From an optimization exercise on the open Yosys and OpenROAD flow, aimed at small area and a short achievable clock period; shortcuts taken in it are not production practice.
Function not checked in this run: the RTL went through the layout flow alone.

--- design.v ---
module iir(
    input clk,
    input rst_n,
    input [31:0] x,
    output reg [31:0] y
    );
reg [31:0] x1, p;
wire s1 = 1'b1 ^ ~y[0] ^ p[2];
wire c2 = (1'b1 & ~y[0]) | (1'b1 & p[2]) | (~y[0] & p[2]);
wire s3 = s1 ^ x[0] ^ x[1];
wire c4 = (s1 & x[0]) | (s1 & x[1]) | (x[0] & x[1]);
wire s5 = ~y[1] ^ p[3] ^ c2;
wire c6 = (~y[1] & p[3]) | (~y[1] & c2) | (p[3] & c2);
wire s7 = s5 ^ x[1] ^ x[2];
wire c8 = (s5 & x[1]) | (s5 & x[2]) | (x[1] & x[2]);
wire s9 = ~y[2] ^ p[4] ^ c6;
wire c10 = (~y[2] & p[4]) | (~y[2] & c6) | (p[4] & c6);
wire s11 = x[2] ^ x[3] ^ s9;
wire c12 = (x[2] & x[3]) | (x[2] & s9) | (x[3] & s9);
wire s13 = ~y[3] ^ p[5] ^ x[3];
wire c14 = (~y[3] & p[5]) | (~y[3] & x[3]) | (p[5] & x[3]);
wire s15 = x[4] ^ c10 ^ s13;
wire c16 = (x[4] & c10) | (x[4] & s13) | (c10 & s13);
wire s17 = ~y[4] ^ p[6] ^ x[4];
wire c18 = (~y[4] & p[6]) | (~y[4] & x[4]) | (p[6] & x[4]);
wire s19 = x[5] ^ c14 ^ s17;
wire c20 = (x[5] & c14) | (x[5] & s17) | (c14 & s17);
wire s21 = ~y[5] ^ p[7] ^ x[5];
wire c22 = (~y[5] & p[7]) | (~y[5] & x[5]) | (p[7] & x[5]);
wire s23 = x[6] ^ c18 ^ s21;
wire c24 = (x[6] & c18) | (x[6] & s21) | (c18 & s21);
wire s25 = ~y[6] ^ p[8] ^ x[6];
wire c26 = (~y[6] & p[8]) | (~y[6] & x[6]) | (p[8] & x[6]);
wire s27 = x[7] ^ c22 ^ s25;
wire c28 = (x[7] & c22) | (x[7] & s25) | (c22 & s25);
wire s29 = ~y[7] ^ p[9] ^ x[7];
wire c30 = (~y[7] & p[9]) | (~y[7] & x[7]) | (p[9] & x[7]);
wire s31 = x[8] ^ c26 ^ s29;
wire c32 = (x[8] & c26) | (x[8] & s29) | (c26 & s29);
wire s33 = ~y[8] ^ p[10] ^ x[8];
wire c34 = (~y[8] & p[10]) | (~y[8] & x[8]) | (p[10] & x[8]);
wire s35 = x[9] ^ c30 ^ s33;
wire c36 = (x[9] & c30) | (x[9] & s33) | (c30 & s33);
wire s37 = ~y[9] ^ p[11] ^ x[9];
wire c38 = (~y[9] & p[11]) | (~y[9] & x[9]) | (p[11] & x[9]);
wire s39 = x[10] ^ c34 ^ s37;
wire c40 = (x[10] & c34) | (x[10] & s37) | (c34 & s37);
wire s41 = ~y[10] ^ p[12] ^ x[10];
wire c42 = (~y[10] & p[12]) | (~y[10] & x[10]) | (p[12] & x[10]);
wire s43 = x[11] ^ c38 ^ s41;
wire c44 = (x[11] & c38) | (x[11] & s41) | (c38 & s41);
wire s45 = ~y[11] ^ p[13] ^ x[11];
wire c46 = (~y[11] & p[13]) | (~y[11] & x[11]) | (p[13] & x[11]);
wire s47 = x[12] ^ c42 ^ s45;
wire c48 = (x[12] & c42) | (x[12] & s45) | (c42 & s45);
wire s49 = ~y[12] ^ p[14] ^ x[12];
wire c50 = (~y[12] & p[14]) | (~y[12] & x[12]) | (p[14] & x[12]);
wire s51 = x[13] ^ c46 ^ s49;
wire c52 = (x[13] & c46) | (x[13] & s49) | (c46 & s49);
wire s53 = ~y[13] ^ p[15] ^ x[13];
wire c54 = (~y[13] & p[15]) | (~y[13] & x[13]) | (p[15] & x[13]);
wire s55 = x[14] ^ c50 ^ s53;
wire c56 = (x[14] & c50) | (x[14] & s53) | (c50 & s53);
wire s57 = ~y[14] ^ p[16] ^ x[14];
wire c58 = (~y[14] & p[16]) | (~y[14] & x[14]) | (p[16] & x[14]);
wire s59 = x[15] ^ c54 ^ s57;
wire c60 = (x[15] & c54) | (x[15] & s57) | (c54 & s57);
wire s61 = ~y[15] ^ p[17] ^ x[15];
wire c62 = (~y[15] & p[17]) | (~y[15] & x[15]) | (p[17] & x[15]);
wire s63 = x[16] ^ c58 ^ s61;
wire c64 = (x[16] & c58) | (x[16] & s61) | (c58 & s61);
wire s65 = ~y[16] ^ p[18] ^ x[16];
wire c66 = (~y[16] & p[18]) | (~y[16] & x[16]) | (p[18] & x[16]);
wire s67 = x[17] ^ c62 ^ s65;
wire c68 = (x[17] & c62) | (x[17] & s65) | (c62 & s65);
wire s69 = ~y[17] ^ p[19] ^ x[17];
wire c70 = (~y[17] & p[19]) | (~y[17] & x[17]) | (p[19] & x[17]);
wire s71 = x[18] ^ c66 ^ s69;
wire c72 = (x[18] & c66) | (x[18] & s69) | (c66 & s69);
wire s73 = ~y[18] ^ p[20] ^ x[18];
wire c74 = (~y[18] & p[20]) | (~y[18] & x[18]) | (p[20] & x[18]);
wire s75 = x[19] ^ c70 ^ s73;
wire c76 = (x[19] & c70) | (x[19] & s73) | (c70 & s73);
wire s77 = ~y[19] ^ p[21] ^ x[19];
wire c78 = (~y[19] & p[21]) | (~y[19] & x[19]) | (p[21] & x[19]);
wire s79 = x[20] ^ c74 ^ s77;
wire c80 = (x[20] & c74) | (x[20] & s77) | (c74 & s77);
wire s81 = ~y[20] ^ p[22] ^ x[20];
wire c82 = (~y[20] & p[22]) | (~y[20] & x[20]) | (p[22] & x[20]);
wire s83 = x[21] ^ c78 ^ s81;
wire c84 = (x[21] & c78) | (x[21] & s81) | (c78 & s81);
wire s85 = ~y[21] ^ p[23] ^ x[21];
wire c86 = (~y[21] & p[23]) | (~y[21] & x[21]) | (p[23] & x[21]);
wire s87 = x[22] ^ c82 ^ s85;
wire c88 = (x[22] & c82) | (x[22] & s85) | (c82 & s85);
wire s89 = ~y[22] ^ p[24] ^ x[22];
wire c90 = (~y[22] & p[24]) | (~y[22] & x[22]) | (p[24] & x[22]);
wire s91 = x[23] ^ c86 ^ s89;
wire c92 = (x[23] & c86) | (x[23] & s89) | (c86 & s89);
wire s93 = ~y[23] ^ p[25] ^ x[23];
wire c94 = (~y[23] & p[25]) | (~y[23] & x[23]) | (p[25] & x[23]);
wire s95 = x[24] ^ c90 ^ s93;
wire c96 = (x[24] & c90) | (x[24] & s93) | (c90 & s93);
wire s97 = ~y[24] ^ p[26] ^ x[24];
wire c98 = (~y[24] & p[26]) | (~y[24] & x[24]) | (p[26] & x[24]);
wire s99 = x[25] ^ c94 ^ s97;
wire c100 = (x[25] & c94) | (x[25] & s97) | (c94 & s97);
wire s101 = ~y[25] ^ p[27] ^ x[25];
wire c102 = (~y[25] & p[27]) | (~y[25] & x[25]) | (p[27] & x[25]);
wire s103 = x[26] ^ c98 ^ s101;
wire c104 = (x[26] & c98) | (x[26] & s101) | (c98 & s101);
wire s105 = ~y[26] ^ p[28] ^ x[26];
wire c106 = (~y[26] & p[28]) | (~y[26] & x[26]) | (p[28] & x[26]);
wire s107 = x[27] ^ c102 ^ s105;
wire c108 = (x[27] & c102) | (x[27] & s105) | (c102 & s105);
wire s109 = ~y[27] ^ p[29] ^ x[27];
wire c110 = (~y[27] & p[29]) | (~y[27] & x[27]) | (p[29] & x[27]);
wire s111 = x[28] ^ c106 ^ s109;
wire c112 = (x[28] & c106) | (x[28] & s109) | (c106 & s109);
wire s113 = ~y[28] ^ p[30] ^ x[28];
wire c114 = (~y[28] & p[30]) | (~y[28] & x[28]) | (p[30] & x[28]);
wire s115 = x[29] ^ c110 ^ s113;
wire c116 = (x[29] & c110) | (x[29] & s113) | (c110 & s113);
wire s117 = ~y[29] ^ p[31] ^ x[29];
wire c118 = (~y[29] & p[31]) | (~y[29] & x[29]) | (p[31] & x[29]);
wire s119 = x[30] ^ c114 ^ s117;
wire c120 = (x[30] & c114) | (x[30] & s117) | (c114 & s117);
wire va121 = {c116, c112, c108, c104, c100, c96, c92, c88, c84, c80, c76, c72, c68, c64, c60, c56, c52, c48, c44, c40, c36, c32, c28, c24, c20, c16, c12, c8, c4, s3, p[1], p[0]};
wire s122 = 1'b1 ^ ~y[0] ^ x[0];
wire c123 = (1'b1 & ~y[0]) | (1'b1 & x[0]) | (~y[0] & x[0]);
wire s124 = 1'b1 ^ x1[0] ^ ~y[0];
wire c125 = (1'b1 & x1[0]) | (1'b1 & ~y[0]) | (x1[0] & ~y[0]);
wire s126 = ~y[1] ^ s124 ^ x[1];
wire c127 = (~y[1] & s124) | (~y[1] & x[1]) | (s124 & x[1]);
wire s128 = x1[1] ^ ~y[1] ^ ~y[2];
wire c129 = (x1[1] & ~y[1]) | (x1[1] & ~y[2]) | (~y[1] & ~y[2]);
wire s130 = c125 ^ s128 ^ x[2];
wire c131 = (c125 & s128) | (c125 & x[2]) | (s128 & x[2]);
wire s132 = x1[2] ^ ~y[2] ^ ~y[3];
wire c133 = (x1[2] & ~y[2]) | (x1[2] & ~y[3]) | (~y[2] & ~y[3]);
wire s134 = c129 ^ s132 ^ x[3];
wire c135 = (c129 & s132) | (c129 & x[3]) | (s132 & x[3]);
wire s136 = x1[3] ^ ~y[3] ^ ~y[4];
wire c137 = (x1[3] & ~y[3]) | (x1[3] & ~y[4]) | (~y[3] & ~y[4]);
wire s138 = c133 ^ s136 ^ x[4];
wire c139 = (c133 & s136) | (c133 & x[4]) | (s136 & x[4]);
wire s140 = x1[4] ^ ~y[4] ^ ~y[5];
wire c141 = (x1[4] & ~y[4]) | (x1[4] & ~y[5]) | (~y[4] & ~y[5]);
wire s142 = c137 ^ s140 ^ x[5];
wire c143 = (c137 & s140) | (c137 & x[5]) | (s140 & x[5]);
wire s144 = x1[5] ^ ~y[5] ^ ~y[6];
wire c145 = (x1[5] & ~y[5]) | (x1[5] & ~y[6]) | (~y[5] & ~y[6]);
wire s146 = c141 ^ s144 ^ x[6];
wire c147 = (c141 & s144) | (c141 & x[6]) | (s144 & x[6]);
wire s148 = x1[6] ^ ~y[6] ^ ~y[7];
wire c149 = (x1[6] & ~y[6]) | (x1[6] & ~y[7]) | (~y[6] & ~y[7]);
wire s150 = c145 ^ s148 ^ x[7];
wire c151 = (c145 & s148) | (c145 & x[7]) | (s148 & x[7]);
wire s152 = x1[7] ^ ~y[7] ^ ~y[8];
wire c153 = (x1[7] & ~y[7]) | (x1[7] & ~y[8]) | (~y[7] & ~y[8]);
wire s154 = c149 ^ s152 ^ x[8];
wire c155 = (c149 & s152) | (c149 & x[8]) | (s152 & x[8]);
wire s156 = x1[8] ^ ~y[8] ^ ~y[9];
wire c157 = (x1[8] & ~y[8]) | (x1[8] & ~y[9]) | (~y[8] & ~y[9]);
wire s158 = c153 ^ s156 ^ x[9];
wire c159 = (c153 & s156) | (c153 & x[9]) | (s156 & x[9]);
wire s160 = x1[9] ^ ~y[9] ^ ~y[10];
wire c161 = (x1[9] & ~y[9]) | (x1[9] & ~y[10]) | (~y[9] & ~y[10]);
wire s162 = c157 ^ s160 ^ x[10];
wire c163 = (c157 & s160) | (c157 & x[10]) | (s160 & x[10]);
wire s164 = x1[10] ^ ~y[10] ^ ~y[11];
wire c165 = (x1[10] & ~y[10]) | (x1[10] & ~y[11]) | (~y[10] & ~y[11]);
wire s166 = c161 ^ s164 ^ x[11];
wire c167 = (c161 & s164) | (c161 & x[11]) | (s164 & x[11]);
wire s168 = x1[11] ^ ~y[11] ^ ~y[12];
wire c169 = (x1[11] & ~y[11]) | (x1[11] & ~y[12]) | (~y[11] & ~y[12]);
wire s170 = c165 ^ s168 ^ x[12];
wire c171 = (c165 & s168) | (c165 & x[12]) | (s168 & x[12]);
wire s172 = x1[12] ^ ~y[12] ^ ~y[13];
wire c173 = (x1[12] & ~y[12]) | (x1[12] & ~y[13]) | (~y[12] & ~y[13]);
wire s174 = c169 ^ s172 ^ x[13];
wire c175 = (c169 & s172) | (c169 & x[13]) | (s172 & x[13]);
wire s176 = x1[13] ^ ~y[13] ^ ~y[14];
wire c177 = (x1[13] & ~y[13]) | (x1[13] & ~y[14]) | (~y[13] & ~y[14]);
wire s178 = c173 ^ s176 ^ x[14];
wire c179 = (c173 & s176) | (c173 & x[14]) | (s176 & x[14]);
wire s180 = x1[14] ^ ~y[14] ^ ~y[15];
wire c181 = (x1[14] & ~y[14]) | (x1[14] & ~y[15]) | (~y[14] & ~y[15]);
wire s182 = c177 ^ s180 ^ x[15];
wire c183 = (c177 & s180) | (c177 & x[15]) | (s180 & x[15]);
wire s184 = x1[15] ^ ~y[15] ^ ~y[16];
wire c185 = (x1[15] & ~y[15]) | (x1[15] & ~y[16]) | (~y[15] & ~y[16]);
wire s186 = c181 ^ s184 ^ x[16];
wire c187 = (c181 & s184) | (c181 & x[16]) | (s184 & x[16]);
wire s188 = x1[16] ^ ~y[16] ^ ~y[17];
wire c189 = (x1[16] & ~y[16]) | (x1[16] & ~y[17]) | (~y[16] & ~y[17]);
wire s190 = c185 ^ s188 ^ x[17];
wire c191 = (c185 & s188) | (c185 & x[17]) | (s188 & x[17]);
wire s192 = x1[17] ^ ~y[17] ^ ~y[18];
wire c193 = (x1[17] & ~y[17]) | (x1[17] & ~y[18]) | (~y[17] & ~y[18]);
wire s194 = c189 ^ s192 ^ x[18];
wire c195 = (c189 & s192) | (c189 & x[18]) | (s192 & x[18]);
wire s196 = x1[18] ^ ~y[18] ^ ~y[19];
wire c197 = (x1[18] & ~y[18]) | (x1[18] & ~y[19]) | (~y[18] & ~y[19]);
wire s198 = c193 ^ s196 ^ x[19];
wire c199 = (c193 & s196) | (c193 & x[19]) | (s196 & x[19]);
wire s200 = x1[19] ^ ~y[19] ^ ~y[20];
wire c201 = (x1[19] & ~y[19]) | (x1[19] & ~y[20]) | (~y[19] & ~y[20]);
wire s202 = c197 ^ s200 ^ x[20];
wire c203 = (c197 & s200) | (c197 & x[20]) | (s200 & x[20]);
wire s204 = x1[20] ^ ~y[20] ^ ~y[21];
wire c205 = (x1[20] & ~y[20]) | (x1[20] & ~y[21]) | (~y[20] & ~y[21]);
wire s206 = c201 ^ s204 ^ x[21];
wire c207 = (c201 & s204) | (c201 & x[21]) | (s204 & x[21]);
wire s208 = x1[21] ^ ~y[21] ^ ~y[22];
wire c209 = (x1[21] & ~y[21]) | (x1[21] & ~y[22]) | (~y[21] & ~y[22]);
wire s210 = c205 ^ s208 ^ x[22];
wire c211 = (c205 & s208) | (c205 & x[22]) | (s208 & x[22]);
wire s212 = x1[22] ^ ~y[22] ^ ~y[23];
wire c213 = (x1[22] & ~y[22]) | (x1[22] & ~y[23]) | (~y[22] & ~y[23]);
wire s214 = c209 ^ s212 ^ x[23];
wire c215 = (c209 & s212) | (c209 & x[23]) | (s212 & x[23]);
wire s216 = x1[23] ^ ~y[23] ^ ~y[24];
wire c217 = (x1[23] & ~y[23]) | (x1[23] & ~y[24]) | (~y[23] & ~y[24]);
wire s218 = c213 ^ s216 ^ x[24];
wire c219 = (c213 & s216) | (c213 & x[24]) | (s216 & x[24]);
wire s220 = x1[24] ^ ~y[24] ^ ~y[25];
wire c221 = (x1[24] & ~y[24]) | (x1[24] & ~y[25]) | (~y[24] & ~y[25]);
wire s222 = c217 ^ s220 ^ x[25];
wire c223 = (c217 & s220) | (c217 & x[25]) | (s220 & x[25]);
wire s224 = x1[25] ^ ~y[25] ^ ~y[26];
wire c225 = (x1[25] & ~y[25]) | (x1[25] & ~y[26]) | (~y[25] & ~y[26]);
wire s226 = c221 ^ s224 ^ x[26];
wire c227 = (c221 & s224) | (c221 & x[26]) | (s224 & x[26]);
wire s228 = x1[26] ^ ~y[26] ^ ~y[27];
wire c229 = (x1[26] & ~y[26]) | (x1[26] & ~y[27]) | (~y[26] & ~y[27]);
wire s230 = c225 ^ s228 ^ x[27];
wire c231 = (c225 & s228) | (c225 & x[27]) | (s228 & x[27]);
wire s232 = x1[27] ^ ~y[27] ^ ~y[28];
wire c233 = (x1[27] & ~y[27]) | (x1[27] & ~y[28]) | (~y[27] & ~y[28]);
wire s234 = c229 ^ s232 ^ x[28];
wire c235 = (c229 & s232) | (c229 & x[28]) | (s232 & x[28]);
wire s236 = x1[28] ^ ~y[28] ^ ~y[29];
wire c237 = (x1[28] & ~y[28]) | (x1[28] & ~y[29]) | (~y[28] & ~y[29]);
wire s238 = c233 ^ s236 ^ x[29];
wire c239 = (c233 & s236) | (c233 & x[29]) | (s236 & x[29]);
wire s240 = x1[29] ^ ~y[29] ^ ~y[30];
wire c241 = (x1[29] & ~y[29]) | (x1[29] & ~y[30]) | (~y[29] & ~y[30]);
wire s242 = c237 ^ s240 ^ x[30];
wire c243 = (c237 & s240) | (c237 & x[30]) | (s240 & x[30]);
wire s244 = x1[30] ^ ~y[30] ^ ~y[31];
wire c245 = (x1[30] & ~y[30]) | (x1[30] & ~y[31]) | (~y[30] & ~y[31]);
wire s246 = c241 ^ s244 ^ x[31];
wire c247 = (c241 & s244) | (c241 & x[31]) | (s244 & x[31]);
wire va248 = {c243, c239, c235, c231, c227, c223, c219, c215, c211, c207, c203, c199, c195, c191, c187, c183, c179, c175, c171, c167, c163, c159, c155, c151, c147, c143, c139, c135, c131, c127, c123, s122};
wire [31:0] y_next = {c116, c112, c108, c104, c100, c96, c92, c88, c84, c80, c76, c72, c68, c64, c60, c56, c52, c48, c44, c40, c36, c32, c28, c24, c20, c16, c12, c8, c4, s3, p[1], p[0]} + {s119, s115, s111, s107, s103, s99, s95, s91, s87, s83, s79, s75, s71, s67, s63, s59, s55, s51, s47, s43, s39, s35, s31, s27, s23, s19, s15, s11, s7, 1'b0, x[0], 1'b0};
wire [31:0] p_next = {c243, c239, c235, c231, c227, c223, c219, c215, c211, c207, c203, c199, c195, c191, c187, c183, c179, c175, c171, c167, c163, c159, c155, c151, c147, c143, c139, c135, c131, c127, c123, s122} + {s246, s242, s238, s234, s230, s226, s222, s218, s214, s210, s206, s202, s198, s194, s190, s186, s182, s178, s174, s170, s166, s162, s158, s154, s150, s146, s142, s138, s134, s130, s126, 1'b0};
always @(posedge clk or negedge rst_n)
begin
    if (!rst_n)
    begin
        x1 <= 32'd0;
        p  <= 32'd0;
        y  <= 32'd0;
    end
    else
    begin
        x1 <= x;
        p  <= p_next;
        y  <= y_next;
    end
end
endmodule
--- run.sh ---
#!/bin/bash
# synth_recipe.tcl (not shown) runs the flow's synth.tcl, then flattens the netlist and writes it again
# the make line also repeats each setting of config.mk as NAME=value (left out here)
make -C /OpenROAD-flow-scripts/flow DESIGN_CONFIG=/design/flow/config.mk WORK_HOME=/design/flow/orfs CLKGATE_MAP_FILE= SYNTH_SCRIPT=/design/flow/synth_recipe.tcl finish
--- config.mk ---
export PLATFORM = sky130hd
export DESIGN_NAME = iir
export DESIGN_NICKNAME = iir
export VERILOG_FILES = /design/flow/design.v
export SDC_FILE = /design/flow/constraint.sdc
export NUM_CORES = 4
export LEC_CHECK = 0
export CAP_MARGIN = 20
export CORE_MARGIN = 2
export CORE_UTILIZATION = 40
export SLEW_MARGIN = 20
--- constraint.sdc ---
create_clock -name core_clock -period 7.5 [get_ports {clk}]
set_input_delay 1.5000 -clock core_clock [delete_from_list [all_inputs] [get_ports {clk}]]
set_output_delay 1.5000 -clock core_clock [all_outputs]
set_load 0.01 [all_outputs]
==> summary.txt <==
Max Fclk 0.196 GHz; register-to-register setup slack 3.17 ns; largest net degree at the start of global routing 49; Setup Skew 0.00871 ns; Final Hold Vio Count 0; number of flops mapped to enable cells by yosys 0; # fillers 2004; library cells used by synthesis 61; DR WL/cell 16.4 µm; Worst R2R Path Depth 15; setup_tns 0 ns; Die Wd 151 µm; Reg2Reg Launch Point y[0]; DRC viols 0; Sink Count 95; die height 151 µm; Final setup viols 0; cell accounting for the most synthesized area dfrtp_1; Num CTS Buffers 9; Ys Warns 1; CTS tree done; first-pass GRT wire length 33.1 mm; crit path from x[3]; Worst-Margin Slew 0.678 ns; syn_nets 1045; Setup WS post-layout 2.39 ns; post-cts sizing count 0; Final ANT Viol Nets 0; # H-tree levels 3; ant diodes 0; Post-CTS Setup Inserts 0; Place WS 2.03 ns; I/O pin cnt 66; Critical-path top delay cell clkdlybuf4s50_1; CP bufs+invs 3; Via Count 5966; Die Footprint 22700 µm²; Site Rows 53; root buffer selected by CTS clkbuf_16; detailed placement HPWL 15.5 mm; Core Area 21100 µm²; ys async rst share 1.00; Slew Limit Fails 0; critical path data arrival time 5.34 ns; top cells by area, synth dfrtp_1, fa_1, ha_1, inv_1, xnor2_1; RR Endpoint y[24]; initial antenna violation count 0; Synth Flop Type dfrtp_1; Seq cells post-synth 95; Post-Synthesis Cell Area 8620 µm²; syn avg cell area 10.4 µm²; nets 1105; cts hold-fix bufs 0; number of vias per cell 5.09; initial core utilization 0.409; Crit Path Max Fanout 5; vias in the first global route 6396; period utilization 0.682; Max Cap Violations 0; endpoint class of the critical path flop; clock latency (worst-skew pair) 0.36 ns; register area share after synthesis 0.276; Bufs on Longest Clock Path 2; Setup CP Type in -> reg; Largest stage delay, worst path 0.53 ns; Top delay family on crit path compound AO/OA/AOI/OAI gates; area share of the largest cell type after synthesis 0.276; layout cells sized above 1 0.0313; RSZ-0062 raised after global routing no; port bufs 65; area grow syn2layout 14.7%; HP Class reg -> reg; total grt overflow 0; routability congestion estimate 0.871; CP required 7.73 ns; fin crit period 5.11 ns; Critical Path End y[24]; GR Util All Layers 0.188; crit path launch type input port; clock transition at the registers of the reported paths 0.07 ns; Routed WL 19.2 mm; outcome no timing/DRC/antenna violations; max_slew headroom 0.544; drt pass-1 iters 5; number of DRC markers in iteration 0 297; Hold Path Cell Cnt 0; Crit path depth 13; Cells after Synth 831; crit path cell chain clkdlybuf4s50_1 > inv_1 > fa_1 > inv_1 > fa_1 > ha_1 > or3_4 > o221a_4 > a221oi_4 > o21ai_0 > a21oi_1 > o21ai_0 > xor2_1
[registers in the layout, summed over array words and instances, names as in the netlist]
signal / cells
y: 32
p: 32
x1: 31
[Yosys cell counts (9+ instances only)]
library cell	instances
nand2_1	36
ha_1	63
xnor2_1	40
a31oi_1	9
clkbuf_1	16
dfrtp_1	95
nor3_1	9
o21ai_0	28
inv_1	163
a21o_1	28
nand4_1	13
nor2_1	30
fa_1	117
nand3_1	12
a21oi_1	59
xor2_1	22
o21bai_1	9
[worst min path at each step]
stage                      end  slack [ns]  start
final                     y[0]        0.36   p[0]
after global routing      y[0]        0.38   p[0]
after CTS                 y[0]        0.36   p[0]
after detailed placement  y[0]        0.35   p[0]
after global placement    y[0]        0.34   p[0]
after floorplan           y[0]        0.33   p[0]
[per-stage QoR]
step | hold slack [ns] | instances | instance area [µm²] | utilization
floorplan | 0.331 | 831 | 8620 | -
global placement | 0.340 | 1155 | 9550 | 0.453
detailed placement | 0.349 | 1155 | 9550 | 0.453
CTS | 0.365 | 1171 | 9880 | 0.469
global route | 0.380 | 1171 | 9880 | 0.469
finish | 0.359 | 1171 | 9880 | 0.469
[per-layer routing]
metal  up-vias  wire length [µm]  GRT usage
met1      2985              9400      0.278
met3        15               687     0.0273
met2       118              8930      0.296
met5         -                 0          0
met4         0               206     0.0374
li1       2848                 -          -
[worst reg2reg max path: stages, from the launching register on]
cell and delay, ns:
dfrtp_1 0.42, ha_1 0.17, inv_1 0.04, fa_1 0.36
inv_1 0.08, fa_1 0.43, fa_1 0.50, inv_1 0.05
ha_1 0.23, or3_4 0.38, o221a_4 0.25, a221oi_4 0.40
o21ai_0 0.30, a21oi_1 0.30, o21ai_0 0.14, xor2_1 0.16
[cells by family after synthesis]
family,Yosys count,synth area share
AOI/OAI and AO/OA,178,0.139
xor gates and xnor gates,62,0.0630
adders and majority gates,180,0.363
buffers and inverters,180,0.0784
DFF,95,0.276
muxes,1,0.00116
and+or+nand+nor,135,0.0790
[cell usage in the layout, fill, tap and decap left out, types with 22 or more instances in the layout]
cell type	Yosys	final
xnor2_1	40	40
xor2_1	22	22
inv_1	163	163
a21oi_1	59	59
ha_1	63	63
dfrtp_1	95	95
a21o_1	28	28
nand2_1	36	36
fa_1	117	117
nor2_1	30	30
o21ai_0	28	28
clkdlybuf4s50_1	0	64
[cell type report]
class / instances / area (µm²) / share of cell area
timing repair buffer: 66 / 656 / 0.0663
sequential: 95 / 2380 / 0.241
tap: 275 / 344 / 0.0348
clock buffer: 12 / 256 / 0.0259
inverter: 163 / 612 / 0.0619
clock inverter: 4 / 76.3 / 0.00772
multi-input combinational: 556 / 5560 / 0.563

## afterwards: timing with drivers on the ports
The results above use ideal ports. As a check the final layout listed here was re-extracted and re-timed, cells and wires unchanged. Step 1 sets driving cells, clkbuf_16 on the clock port and buf_2 on the other inputs (assumed; they add their load-dependent delay and slew). Step 2 also shifts input and output timing later by t, the mid clock arrival at the registers, as if the neighbouring blocks saw the same clock. Slacks: ideal ports / drivers / drivers and shift; pairs: ideal ports / drivers.
t, ns: 0.395
slack for setup (ns): 2.388 / 2.398 / 2.004
worst hold slack (ns): 0.359 / 0.359 / 0.359
worst setup path after step 2: input to register
latest minus earliest clock arrival (ns): 0.009 / 0.009
After both steps this run still meets setup and hold. The setup slack of this run moves by +0.010 ns with the drivers and by -0.384 ns with both steps.
